This design comes from an exercise in tuning for small area on the open sky130 flow, not from production work. At most, simulation tests tie the RTL to the original design; equivalence was not proved. The clock port is modelled as an ideal driver, which makes a skipped or thinned clock tree look cheaper than it is; a real chip needs a root buffer or a tree. No activity file was given, so power comes from the tool's default toggle rates.

03-15:
## final_eight_adc
module final_eight_adc(
	input clk,
	input rst,
	output TxD,
	output TxD_busy,
	output SCK,
	output SS1,
	output MOSI,
	input MISO,
	output SCK1,
	output SS2,
	output MOSI1,
	input MISO1,
	output SCK2,
	output SS3,
	output MOSI2,
	input MISO2,
	output SCK3,
	output SS4,
	output MOSI3,
	input MISO3,
	output SCK4,
	output SS5,
	output MOSI4,
	input MISO4,
	output SCK5,
	output SS6,
	output MOSI5,
	input MISO5,
	output SCK6,
	output SS7,
	output MOSI6,
	input MISO6,
	output SCK7,
	output SS8,
	output MOSI7,
	input MISO7
);
reg [2:0] m;
reg [4:0] tl;
reg [10:0] th;
wire [8:0] lo_inc = {1'b0, tl, m} + 9'd1;
wire th_zero = (th == 11'd0);
wire tf_end = (th == 11'b11101110111) & (tl == 5'd22);  
wire fall = (m == 3'd7);
wire rise = (m == 3'd3);
always @(posedge clk) begin
	if (rst) begin
		m <= 3'd0;
		tl <= 5'd0;
		th <= 11'd0;
	end else begin
		m <= lo_inc[2:0];
		if (fall & tf_end) begin
			tl <= 5'd0;
  ...
Size: ~400 cells after synthesis, about 150 flip-flops, about 36 I/O pins, ~4500 um2 of cells after synthesis.
clock: 10.0 ns
lec_check: 0
cap_margin: 20
core_margin: 2
core_utilization: 70
place_density: 0.8
slew_margin: 20
standard.sh (not shown) runs the stock make flow with config.mk's settings and CLKGATE_MAP_FILE= SYNTH_SCRIPT=/design/flow/synth_recipe.tcl, a recipe that flattens the netlist after the stock synthesis.
==> flow/flow/run.sh <==
#!/bin/bash
# The standard layout (standard.sh) with these changes:
# - synthesis maps the logic with an area-oriented ABC script
#   (flow/abc_map.script, in place of ORFS's abc_speed.script) in a copy
#   of ORFS's scripts folder; everything else in synthesis is unchanged;
# - ports are buffered with buf_1 cells;
# - the clock tree is built by flow/cts.tcl (clusters of flip-flops, one
#   clock buffer each, and a root buffer) in place of ORFS's CTS step; it
#   is tried with several cluster sizes and the tree with the least buffer
#   area whose clock pin slew is under the target is kept.
# Each ORFS step's full output is in orfs/logs/; the output of each part
# of this script is in its own log file here.
set -euo pipefail
here=$(pwd)
rm -rf "$here/scripts"
cp -r "$FLOW_HOME/scripts" "$here/scripts"
cp "$here/flow/abc_map.script" "$here/scripts/abc_speed.script"
export SCRIPTS_DIR="$here/scripts"
export BUFFER_PORTS_ARGS="-buffer_cell sky130_fd_sc_hd__buf_1"
bash standard.sh synth floorplan place > standard_place.log 2>&1
res="$here/orfs/results/$FLOW_PLATFORM/final_eight_adc/base"
target=0.115
best=""
best_area=""
for s in 10 12 13 16 19 25; do
  CTS_RESULTS="$res" CTS_PLATFORM_DIR="$FLOW_HOME/platforms/$FLOW_PLATFORM" \
    CTS_MAXS=$s CTS_TARGET_SLEW=$target CTS_OUT="$here/cts_try_$s" \
    openroad -no_init -exit "$here/flow/cts.tcl" > "cts_$s.log" 2>&1 || continue
  read -r area slew < "$here/cts_try_$s.txt"
  echo "cluster size $s: buffer area $area, worst slew $slew" >> cts_choice.log
  if awk -v s="$slew" -v t="$target" 'BEGIN { exit !(s <= t) }'; then
    if [[ -z "$best" ]] || awk -v a="$area" -v b="$best_area" 'BEGIN { exit !(a < b) }'; then
      best=$s
      best_area=$area
    fi
  fi
done
if [[ -z "$best" ]]; then
  echo "no clock tree met the target; using ORFS's CTS" >> cts_choice.log
  export CTS_ARGS="-sink_clustering_enable -repair_clock_nets -dont_use_dummy_load -buf_list sky130_fd_sc_hd__clkbuf_8"
else
  echo "chosen cluster size: $best" >> cts_choice.log
  cp "$here/cts_try_$best.odb" "$res/4_1_cts.odb"
  cp "$here/cts_try_$best.sdc" "$res/4_cts.sdc"
fi
rm -f "$here"/cts_try_*.odb
bash standard.sh > standard_finish.log 2>&1
==> flow/flow/abc_map.script <==
strash
dch
amap
topo
Other scripts of this flow, unchanged in this note and not shown: flow/flow/cts.tcl
03-15: PASS, flow complete, no timing, DRC or antenna violations
Here is what was changed in the inputs of 07-08 compared with 03-15.
==> flow/flow/abc_map.script <==
strash
dch -f
amap
strash
dch
amap
topo
==> comparison <==
07-08 vs. 03-15: fraction of final layout cells with drive strength greater than 1 fell 0.16 points, switching part of the total power went down, post-route standard cell area excluding fillers went down 1.6%, wire length of the first global-routing pass increased 0.65%, area after synthesis has decreased.
Relative to 03-15, the die area of 07-08 is lower by 94 um2.
In the flow results for 03-15 and 07-08, the power density over the cells is larger on 07-08.
Function was not checked in any run of this note: the RTL went through the layout flow alone. In every run of this note, the design's own scripts or RTL, not TritonCTS, make the clock network.


final_eight_adc, a different RTL version from the one above (not shown whole).
Size in the first run: roughly 400 cells after synthesis, about 150 flip-flops, about 36 I/O pins, roughly 0.0044 mm^2 of cells after synthesis.
## final_eight_adc
module final_eight_adc(
	input clk,
	input rst,
	output TxD,
	output TxD_busy,
	output SCK,
	output SS1,
	output MOSI,
	input MISO,
	output SCK1,
	output SS2,
	output MOSI1,
	input MISO1,
	output SCK2,
	output SS3,
	output MOSI2,
	input MISO2,
	output SCK3,
	output SS4,
	output MOSI3,
	input MISO3,
	output SCK4,
	output SS5,
	output MOSI4,
	input MISO4,
	output SCK5,
	output SS6,
	output MOSI5,
	input MISO5,
	output SCK6,
	output SS7,
	output MOSI6,
	input MISO6,
	output SCK7,
	output SS8,
	output MOSI7,
	input MISO7
);
export LEC_CHECK = 0
export CAP_MARGIN = 20
export CORE_MARGIN = 2
export CORE_UTILIZATION = 85
export PLACE_DENSITY = 0.92
export SLEW_MARGIN = 20
create_clock -name core_clock -period 10.0 [get_ports {clk}]
==> flow/flow/run.sh <==
#!/bin/bash
# The standard layout (standard.sh) with these changes:
# - synthesis maps the logic with an area-oriented ABC script
#   (flow/abc_map.script, in place of ORFS's abc_speed.script) in a copy
#   of ORFS's scripts folder; everything else in synthesis is unchanged;
# - ports are buffered with buf_1 cells;
# - the clock tree is built by flow/cts.tcl (clusters of flip-flops, one
#   clock buffer each, and a root buffer) in place of ORFS's CTS step; it
#   is tried with several cluster sizes and the tree with the least buffer
#   area whose clock pin slew is under the target is kept.
# Each ORFS step's full output is in orfs/logs/; the output of each part
# of this script is in its own log file here.
set -euo pipefail
here=$(pwd)
rm -rf "$here/scripts"
cp -r "$FLOW_HOME/scripts" "$here/scripts"
cp "$here/flow/abc_map.script" "$here/scripts/abc_speed.script"
export SCRIPTS_DIR="$here/scripts"
export BUFFER_PORTS_ARGS="-buffer_cell sky130_fd_sc_hd__buf_1"
bash standard.sh synth floorplan place > standard_place.log 2>&1
res="$here/orfs/results/$FLOW_PLATFORM/final_eight_adc/base"
target=0.105
best=""
best_area=""
for s in 10 12 13 16 19 25; do
  CTS_RESULTS="$res" CTS_PLATFORM_DIR="$FLOW_HOME/platforms/$FLOW_PLATFORM" \
    CTS_MAXS=$s CTS_TARGET_SLEW=$target CTS_OUT="$here/cts_try_$s" \
    openroad -no_init -exit "$here/flow/cts.tcl" > "cts_$s.log" 2>&1 || continue
  read -r area slew < "$here/cts_try_$s.txt"
  echo "cluster size $s: buffer area $area, worst slew $slew" >> cts_choice.log
  if awk -v s="$slew" -v t="$target" 'BEGIN { exit !(s <= t) }'; then
    if [[ -z "$best" ]] || awk -v a="$area" -v b="$best_area" 'BEGIN { exit !(a < b) }'; then
      best=$s
      best_area=$area
    fi
  fi
done
if [[ -z "$best" ]]; then
  echo "no clock tree met the target; using ORFS's CTS" >> cts_choice.log
  export CTS_ARGS="-sink_clustering_enable -repair_clock_nets -dont_use_dummy_load -buf_list sky130_fd_sc_hd__clkbuf_8"
else
  echo "chosen cluster size: $best" >> cts_choice.log
  cp "$here/cts_try_$best.odb" "$res/4_1_cts.odb"
  cp "$here/cts_try_$best.sdc" "$res/4_cts.sdc"
fi
rm -f "$here"/cts_try_*.odb
bash standard.sh > standard_finish.log 2>&1
==> flow/flow/abc_map.script <==
strash
dch -f
amap
strash
dch
amap
strash
dch
amap
topo
==> flow/flow/cts.tcl <==
set res $::env(CTS_RESULTS)
set plat $::env(CTS_PLATFORM_DIR)
set maxs $::env(CTS_MAXS)
set target $::env(CTS_TARGET_SLEW)
read_liberty $plat/lib/sky130_fd_sc_hd__tt_025C_1v80.lib
read_db $res/3_place.odb
read_sdc $res/3_place.sdc
source $plat/setRC.tcl
set db [ord::get_db]
set block [ord::get_db_block]
set clknet [$block findNet clk]
set sizes {sky130_fd_sc_hd__clkbuf_2 sky130_fd_sc_hd__clkbuf_4 sky130_fd_sc_hd__buf_6 sky130_fd_sc_hd__clkbuf_8 sky130_fd_sc_hd__clkbuf_16}

set sinks {}
foreach it [$clknet getITerms] {
  set box [[$it getInst] getBBox]
  lappend sinks [list $it [expr {([$box xMin] + [$box xMax]) / 2}] [expr {([$box yMin] + [$box yMax]) / 2}]]
}
puts "clock sinks: [llength $sinks]"

# recursive bisection into k clusters of nearly equal size, each cut
# across the longer side of the points' bounding box
proc bisect {pts k} {
  if {$k <= 1} { return [list $pts] }
  set xs {}; set ys {}
  foreach p $pts { lappend xs [lindex $p 1]; lappend ys [lindex $p 2] }
  set dx [expr {[tcl::mathfunc::max {*}$xs] - [tcl::mathfunc::min {*}$xs]}]
  set dy [expr {[tcl::mathfunc::max {*}$ys] - [tcl::mathfunc::min {*}$ys]}]
  set idx [expr {$dx >= $dy ? 1 : 2}]
  set s [lsort -integer -index $idx $pts]
  set k1 [expr {$k / 2}]
  set h [expr {[llength $s] * $k1 / $k}]
  return [concat [bisect [lrange $s 0 [expr {$h - 1}]] $k1] [bisect [lrange $s $h end] [expr {$k - $k1}]]]
}
set nclusters [expr {([llength $sinks] + $maxs - 1) / $maxs}]
set groups [bisect $sinks $nclusters]
puts "clusters: [llength $groups]"

set leaves {}
set k 0
foreach g $groups {
  set inst [odb::dbInst_create $block [$db findMaster [lindex $sizes 1]] "clkbuf_leaf_$k"]
  set net [odb::dbNet_create $block "clknet_leaf_$k"]
  $net setSigType CLOCK
  [$inst findITerm X] connect $net
  set sx 0; set sy 0
  foreach s $g {
    set it [lindex $s 0]
    $it disconnect
    $it connect $net
    incr sx [lindex $s 1]; incr sy [lindex $s 2]
  }
  $inst setLocation [expr {$sx / [llength $g]}] [expr {$sy / [llength $g]}]
  $inst setPlacementStatus PLACED
  lappend leaves $inst
  incr k
}
if {[llength $leaves] > 4} {
  set root [odb::dbInst_create $block [$db findMaster sky130_fd_sc_hd__clkbuf_16] "clkbuf_root"]
  set rnet [odb::dbNet_create $block "clknet_root"]
  $rnet setSigType CLOCK
  [$root findITerm A] connect $clknet
  [$root findITerm X] connect $rnet
  set sx 0; set sy 0
  foreach l $leaves {
    [$l findITerm A] connect $rnet
    set loc [$l getLocation]
    incr sx [lindex $loc 0]; incr sy [lindex $loc 1]
  }
  $root setLocation [expr {$sx / [llength $leaves]}] [expr {$sy / [llength $leaves]}]
  $root setPlacementStatus PLACED
} else {
  foreach l $leaves { [$l findITerm A] connect $clknet }
}
global_connect
detailed_placement
set_propagated_clock [all_clocks]

proc worst_slew {net} {
  set w 0
  foreach p [get_pins -of_objects [get_nets $net] -filter "direction == input"] {
    foreach prop {slew_max_rise slew_max_fall} {
      set v [get_property $p $prop]
      if {$v > $w} { set w $v }
    }
  }
  return $w
}
proc worst_clk_slew {} {
  set w 0
  foreach p [get_pins -hier */CLK] {
    foreach prop {slew_max_rise slew_max_fall} {
      set v [get_property $p $prop]
      if {$v > $w} { set w $v }
    }
  }
  return $w
}
# each leaf gets the smallest size whose sinks' slew is under the target
estimate_parasitics -placement
foreach l $leaves {
  set name [$l getName]
  set net [[[$l findITerm X] getNet] getName]
  foreach m $sizes {
    replace_cell $name $m
    estimate_parasitics -placement
    if {[worst_slew $net] <= $target} break
  }
}
detailed_placement
# legalizing may have moved cells: size up any leaf now over the target
for {set pass 0} {$pass < 3} {incr pass} {
  estimate_parasitics -placement
  set changed 0
  foreach l $leaves {
    set net [[[$l findITerm X] getNet] getName]
    set i [lsearch $sizes [[$l getMaster] getName]]
    if {[worst_slew $net] > $target && $i < [llength $sizes] - 1} {
      replace_cell [$l getName] [lindex $sizes [expr {$i + 1}]]
      incr changed
    }
  }
  if {!$changed} break
  detailed_placement
}
# a smaller root buffer, if the sinks' slew stays under the target
if {[llength $leaves] > 4} {
  foreach m {sky130_fd_sc_hd__clkbuf_8 sky130_fd_sc_hd__clkbuf_4} {
    set old [[$root getMaster] getName]
    replace_cell clkbuf_root $m
    estimate_parasitics -placement
    if {[worst_clk_slew] > $target} { replace_cell clkbuf_root $old; break }
  }
  detailed_placement
}
estimate_parasitics -placement
set w 0
foreach p [get_pins -hier */CLK] {
  foreach prop {slew_max_rise slew_max_fall} {
    set v [get_property $p $prop]
    if {$v > $w} { set w $v }
  }
}
puts "worst clock pin slew: $w"
set ca 0
foreach c [get_cells clkbuf_*] { set ca [expr {$ca + [get_property [get_lib_cells -of_objects $c] area]}] }
puts "clock buffer area: $ca"
report_clock_skew
report_checks -path_delay min -digits 3
check_placement -verbose
set out $::env(CTS_OUT)
write_db $out.odb
write_sdc -no_timestamp $out.sdc
set f [open $out.txt w]
puts $f "$ca $w"
close $f
The starting point produced a clean layout.
Change:
--- a/flow/flow/run.sh
+++ b/flow/flow/run.sh
@@ -23,5 +23,5 @@
 best=""
 best_area=""
-for s in 10 12 13 16 19 25; do
+for s in 8 9 10 11 12 13 14 16 19 22 25 30; do
   CTS_RESULTS="$res" CTS_PLATFORM_DIR="$FLOW_HOME/platforms/$FLOW_PLATFORM" \
     CTS_MAXS=$s CTS_TARGET_SLEW=$target CTS_OUT="$here/cts_try_$s" \
CORE_UTILIZATION = 90   (was 85)
PLACE_DENSITY = 0.95   (was 0.92)
Now the flow aborted during global routing (5_1_grt).
Area after synthesis does not change.
Synthesized cell count is unchanged.
Change:
--- a/flow/flow/run.sh
+++ b/flow/flow/run.sh
@@ -23,5 +23,5 @@
 best=""
 best_area=""
-for s in 8 9 10 11 12 13 14 16 19 22 25 30; do
+for s in 10 12 13 16 19 25; do
   CTS_RESULTS="$res" CTS_PLATFORM_DIR="$FLOW_HOME/platforms/$FLOW_PLATFORM" \
     CTS_MAXS=$s CTS_TARGET_SLEW=$target CTS_OUT="$here/cts_try_$s" \
==> flow/flow/abc_map.script (replaced) <==
strash
dch -f
amap
strash
dch
amap
topo
--- a/flow/flow/cts.tcl
+++ b/flow/flow/cts.tcl
@@ -10,5 +10,5 @@
 set block [ord::get_db_block]
 set clknet [$block findNet clk]
-set sizes {sky130_fd_sc_hd__clkbuf_2 sky130_fd_sc_hd__clkbuf_4 sky130_fd_sc_hd__buf_6 sky130_fd_sc_hd__clkbuf_8 sky130_fd_sc_hd__clkbuf_16}
+set sizes {sky130_fd_sc_hd__clkbuf_2 sky130_fd_sc_hd__clkbuf_4 sky130_fd_sc_hd__clkbuf_8 sky130_fd_sc_hd__clkbuf_16}
 
 set sinks {}
@@ -87,4 +87,27 @@
   return $w
 }
+# size each leaf up until its sinks' slew is under the target
+for {set pass 0} {$pass < 4} {incr pass} {
+  estimate_parasitics -placement
+  set changed 0
+  foreach l $leaves {
+    set name [$l getName]
+    set net [[$l findITerm X] getNet]
+    set w [worst_slew [$net getName]]
+    set m [[$l getMaster] getName]
+    set i [lsearch $sizes $m]
+    if {$w > $target && $i < [llength $sizes] - 1} {
+      replace_cell $name [lindex $sizes [expr {$i + 1}]]
+      incr changed
+    } elseif {$pass == 0 && $i > 0} {
+      # try one size down
+      replace_cell $name [lindex $sizes [expr {$i - 1}]]
+      estimate_parasitics -placement
+      if {[worst_slew [$net getName]] > $target} { replace_cell $name $m }
+    }
+  }
+  detailed_placement
+  if {!$changed && $pass > 0} break
+}
 proc worst_clk_slew {} {
   set w 0
@@ -96,31 +119,4 @@
   }
   return $w
-}
-# each leaf gets the smallest size whose sinks' slew is under the target
-estimate_parasitics -placement
-foreach l $leaves {
-  set name [$l getName]
-  set net [[[$l findITerm X] getNet] getName]
-  foreach m $sizes {
-    replace_cell $name $m
-    estimate_parasitics -placement
-    if {[worst_slew $net] <= $target} break
-  }
-}
-detailed_placement
-# legalizing may have moved cells: size up any leaf now over the target
-for {set pass 0} {$pass < 3} {incr pass} {
-  estimate_parasitics -placement
-  set changed 0
-  foreach l $leaves {
-    set net [[[$l findITerm X] getNet] getName]
-    set i [lsearch $sizes [[$l getMaster] getName]]
-    if {[worst_slew $net] > $target && $i < [llength $sizes] - 1} {
-      replace_cell [$l getName] [lindex $sizes [expr {$i + 1}]]
-      incr changed
-    }
-  }
-  if {!$changed} break
-  detailed_placement
 }
 # a smaller root buffer, if the sinks' slew stays under the target
CORE_UTILIZATION = 85   (was 90)
PLACE_DENSITY = 0.92   (was 0.95)
Result: The changed run passed the timing, DRC and antenna checks; synthesized area hardly moves; synthesized cell count came out higher slightly.
Change:
==> flow/flow/abc_map.script (replaced) <==
strash
dch -f
amap
strash
dch
amap
strash
dch
amap
topo
--- a/flow/flow/cts.tcl
+++ b/flow/flow/cts.tcl
@@ -10,5 +10,5 @@
 set block [ord::get_db_block]
 set clknet [$block findNet clk]
-set sizes {sky130_fd_sc_hd__clkbuf_2 sky130_fd_sc_hd__clkbuf_4 sky130_fd_sc_hd__clkbuf_8 sky130_fd_sc_hd__clkbuf_16}
+set sizes {sky130_fd_sc_hd__clkbuf_2 sky130_fd_sc_hd__clkbuf_4 sky130_fd_sc_hd__buf_6 sky130_fd_sc_hd__clkbuf_8 sky130_fd_sc_hd__clkbuf_16}
 
 set sinks {}
@@ -87,27 +87,4 @@
   return $w
 }
-# size each leaf up until its sinks' slew is under the target
-for {set pass 0} {$pass < 4} {incr pass} {
-  estimate_parasitics -placement
-  set changed 0
-  foreach l $leaves {
-    set name [$l getName]
-    set net [[$l findITerm X] getNet]
-    set w [worst_slew [$net getName]]
-    set m [[$l getMaster] getName]
-    set i [lsearch $sizes $m]
-    if {$w > $target && $i < [llength $sizes] - 1} {
-      replace_cell $name [lindex $sizes [expr {$i + 1}]]
-      incr changed
-    } elseif {$pass == 0 && $i > 0} {
-      # try one size down
-      replace_cell $name [lindex $sizes [expr {$i - 1}]]
-      estimate_parasitics -placement
-      if {[worst_slew [$net getName]] > $target} { replace_cell $name $m }
-    }
-  }
-  detailed_placement
-  if {!$changed && $pass > 0} break
-}
 proc worst_clk_slew {} {
   set w 0
@@ -119,4 +96,31 @@
   }
   return $w
+}
+# each leaf gets the smallest size whose sinks' slew is under the target
+estimate_parasitics -placement
+foreach l $leaves {
+  set name [$l getName]
+  set net [[[$l findITerm X] getNet] getName]
+  foreach m $sizes {
+    replace_cell $name $m
+    estimate_parasitics -placement
+    if {[worst_slew $net] <= $target} break
+  }
+}
+detailed_placement
+# legalizing may have moved cells: size up any leaf now over the target
+for {set pass 0} {$pass < 3} {incr pass} {
+  estimate_parasitics -placement
+  set changed 0
+  foreach l $leaves {
+    set net [[[$l findITerm X] getNet] getName]
+    set i [lsearch $sizes [[$l getMaster] getName]]
+    if {[worst_slew $net] > $target && $i < [llength $sizes] - 1} {
+      replace_cell [$l getName] [lindex $sizes [expr {$i + 1}]]
+      incr changed
+    }
+  }
+  if {!$changed} break
+  detailed_placement
 }
 # a smaller root buffer, if the sinks' slew stays under the target
The new run finished clean.
Sequential power hardly moves.
Final area barely changes.
Routed wire length falls by a few percent.
Via count falls slightly.
Power stays flat.
Utilization falls by 0.25 points.
Clock power barely changes.
Worst hold slack improves by 0.0063 ns.
Worst setup slack improves by 0.15 ns.
Area after synthesis stays flat.
Clock skew falls by 0.0045 ns.
Change:
--- a/flow/flow/run.sh
+++ b/flow/flow/run.sh
@@ -20,5 +20,5 @@
 bash standard.sh synth floorplan place > standard_place.log 2>&1
 res="$here/orfs/results/$FLOW_PLATFORM/final_eight_adc/base"
-target=0.105
+target=0.11
 best=""
 best_area=""
What happened: The new run finished clean. Die area does not change. Final area stays flat. Clock skew rose by 0.021 ns. Cell count is lower by about 1.2%. Via count rose by 0.90%. Routed wire length went up by about 5%. Maximum frequency climbs by about 4%. Total power rises by about 0.6%. Core utilization went up by 0.22 points. Clock power went up by about 3%.
Change:
--- a/flow/flow/run.sh
+++ b/flow/flow/run.sh
@@ -20,5 +20,5 @@
 bash standard.sh synth floorplan place > standard_place.log 2>&1
 res="$here/orfs/results/$FLOW_PLATFORM/final_eight_adc/base"
-target=0.11
+target=0.105
 best=""
 best_area=""
==> flow/flow/abc_map.script (replaced) <==
strash
dch -f
amap
strash
dch
amap
topo
--- a/flow/flow/cts.tcl
+++ b/flow/flow/cts.tcl
@@ -10,5 +10,5 @@
 set block [ord::get_db_block]
 set clknet [$block findNet clk]
-set sizes {sky130_fd_sc_hd__clkbuf_2 sky130_fd_sc_hd__clkbuf_4 sky130_fd_sc_hd__buf_6 sky130_fd_sc_hd__clkbuf_8 sky130_fd_sc_hd__clkbuf_16}
+set sizes {sky130_fd_sc_hd__clkbuf_2 sky130_fd_sc_hd__clkbuf_4 sky130_fd_sc_hd__clkbuf_8 sky130_fd_sc_hd__clkbuf_16}
 
 set sinks {}
@@ -87,4 +87,27 @@
   return $w
 }
+# size each leaf up until its sinks' slew is under the target
+for {set pass 0} {$pass < 4} {incr pass} {
+  estimate_parasitics -placement
+  set changed 0
+  foreach l $leaves {
+    set name [$l getName]
+    set net [[$l findITerm X] getNet]
+    set w [worst_slew [$net getName]]
+    set m [[$l getMaster] getName]
+    set i [lsearch $sizes $m]
+    if {$w > $target && $i < [llength $sizes] - 1} {
+      replace_cell $name [lindex $sizes [expr {$i + 1}]]
+      incr changed
+    } elseif {$pass == 0 && $i > 0} {
+      # try one size down
+      replace_cell $name [lindex $sizes [expr {$i - 1}]]
+      estimate_parasitics -placement
+      if {[worst_slew [$net getName]] > $target} { replace_cell $name $m }
+    }
+  }
+  detailed_placement
+  if {!$changed && $pass > 0} break
+}
 proc worst_clk_slew {} {
   set w 0
@@ -96,31 +119,4 @@
   }
   return $w
-}
-# each leaf gets the smallest size whose sinks' slew is under the target
-estimate_parasitics -placement
-foreach l $leaves {
-  set name [$l getName]
-  set net [[[$l findITerm X] getNet] getName]
-  foreach m $sizes {
-    replace_cell $name $m
-    estimate_parasitics -placement
-    if {[worst_slew $net] <= $target} break
-  }
-}
-detailed_placement
-# legalizing may have moved cells: size up any leaf now over the target
-for {set pass 0} {$pass < 3} {incr pass} {
-  estimate_parasitics -placement
-  set changed 0
-  foreach l $leaves {
-    set net [[[$l findITerm X] getNet] getName]
-    set i [lsearch $sizes [[$l getMaster] getName]]
-    if {[worst_slew $net] > $target && $i < [llength $sizes] - 1} {
-      replace_cell [$l getName] [lindex $sizes [expr {$i + 1}]]
-      incr changed
-    }
-  }
-  if {!$changed} break
-  detailed_placement
 }
 # a smaller root buffer, if the sinks' slew stays under the target
CORE_UTILIZATION = 70   (was 85)
PLACE_DENSITY = 0.8   (was 0.92)
Outcome: Final area increases by 0.44%; setup slack degrades by 0.21 ns; area after synthesis hardly moves.
In the first, third, fourth, fifth and sixth runs of this note the design's own scripts or RTL, not TritonCTS, make the clock network.

port drivers added, routing unchanged:
How much do the figures lean on ideal ports? The routed layouts below were timed once more, with nothing changed but the port constraints.
Step 1, drivers: a clkbuf_16 drives clk and a buf_2 each remaining input, both assumed.
Step 2, shift: input delay + t, output delay - t, t = (earliest + latest rising clock arrival at the registers) / 2. This alone moves slack from input paths to output paths.
a / b / c = no drivers / after step 1 / after step 2; a / b = the first two.
run | t, ns | setup WS [ns] | worst setup path after step 2 | latest minus earliest clock arrival (ns) | pins driven straight from the clock port
03-15 | 0.494 | 5.616 / 5.591 / 6.086 | register to output | 0.038 / 0.037 | 1
07-08 | 0.412 | 5.687 / 5.658 / 6.070 | register to output | 0.037 / 0.037 | 1
the first run of note 2 | 0.524 | 5.751 / 5.723 / 5.914 | input to register | 0.012 / 0.013 | 1
the third run of note 2 | 0.546 | 5.602 / 5.574 / 5.843 | input to register | 0.017 / 0.017 | 1
the fourth run of note 2 | 0.524 | 5.751 / 5.723 / 5.914 | input to register | 0.012 / 0.013 | 1
the fifth run of note 2 | 0.402 | 5.916 / 5.884 / 5.962 | input to register | 0.034 / 0.033 | 1
the sixth run of note 2 | 0.513 | 5.709 / 5.682 / 6.191 | input to register | 0.034 / 0.034 | 1
After both steps every run listed still meets setup and hold.
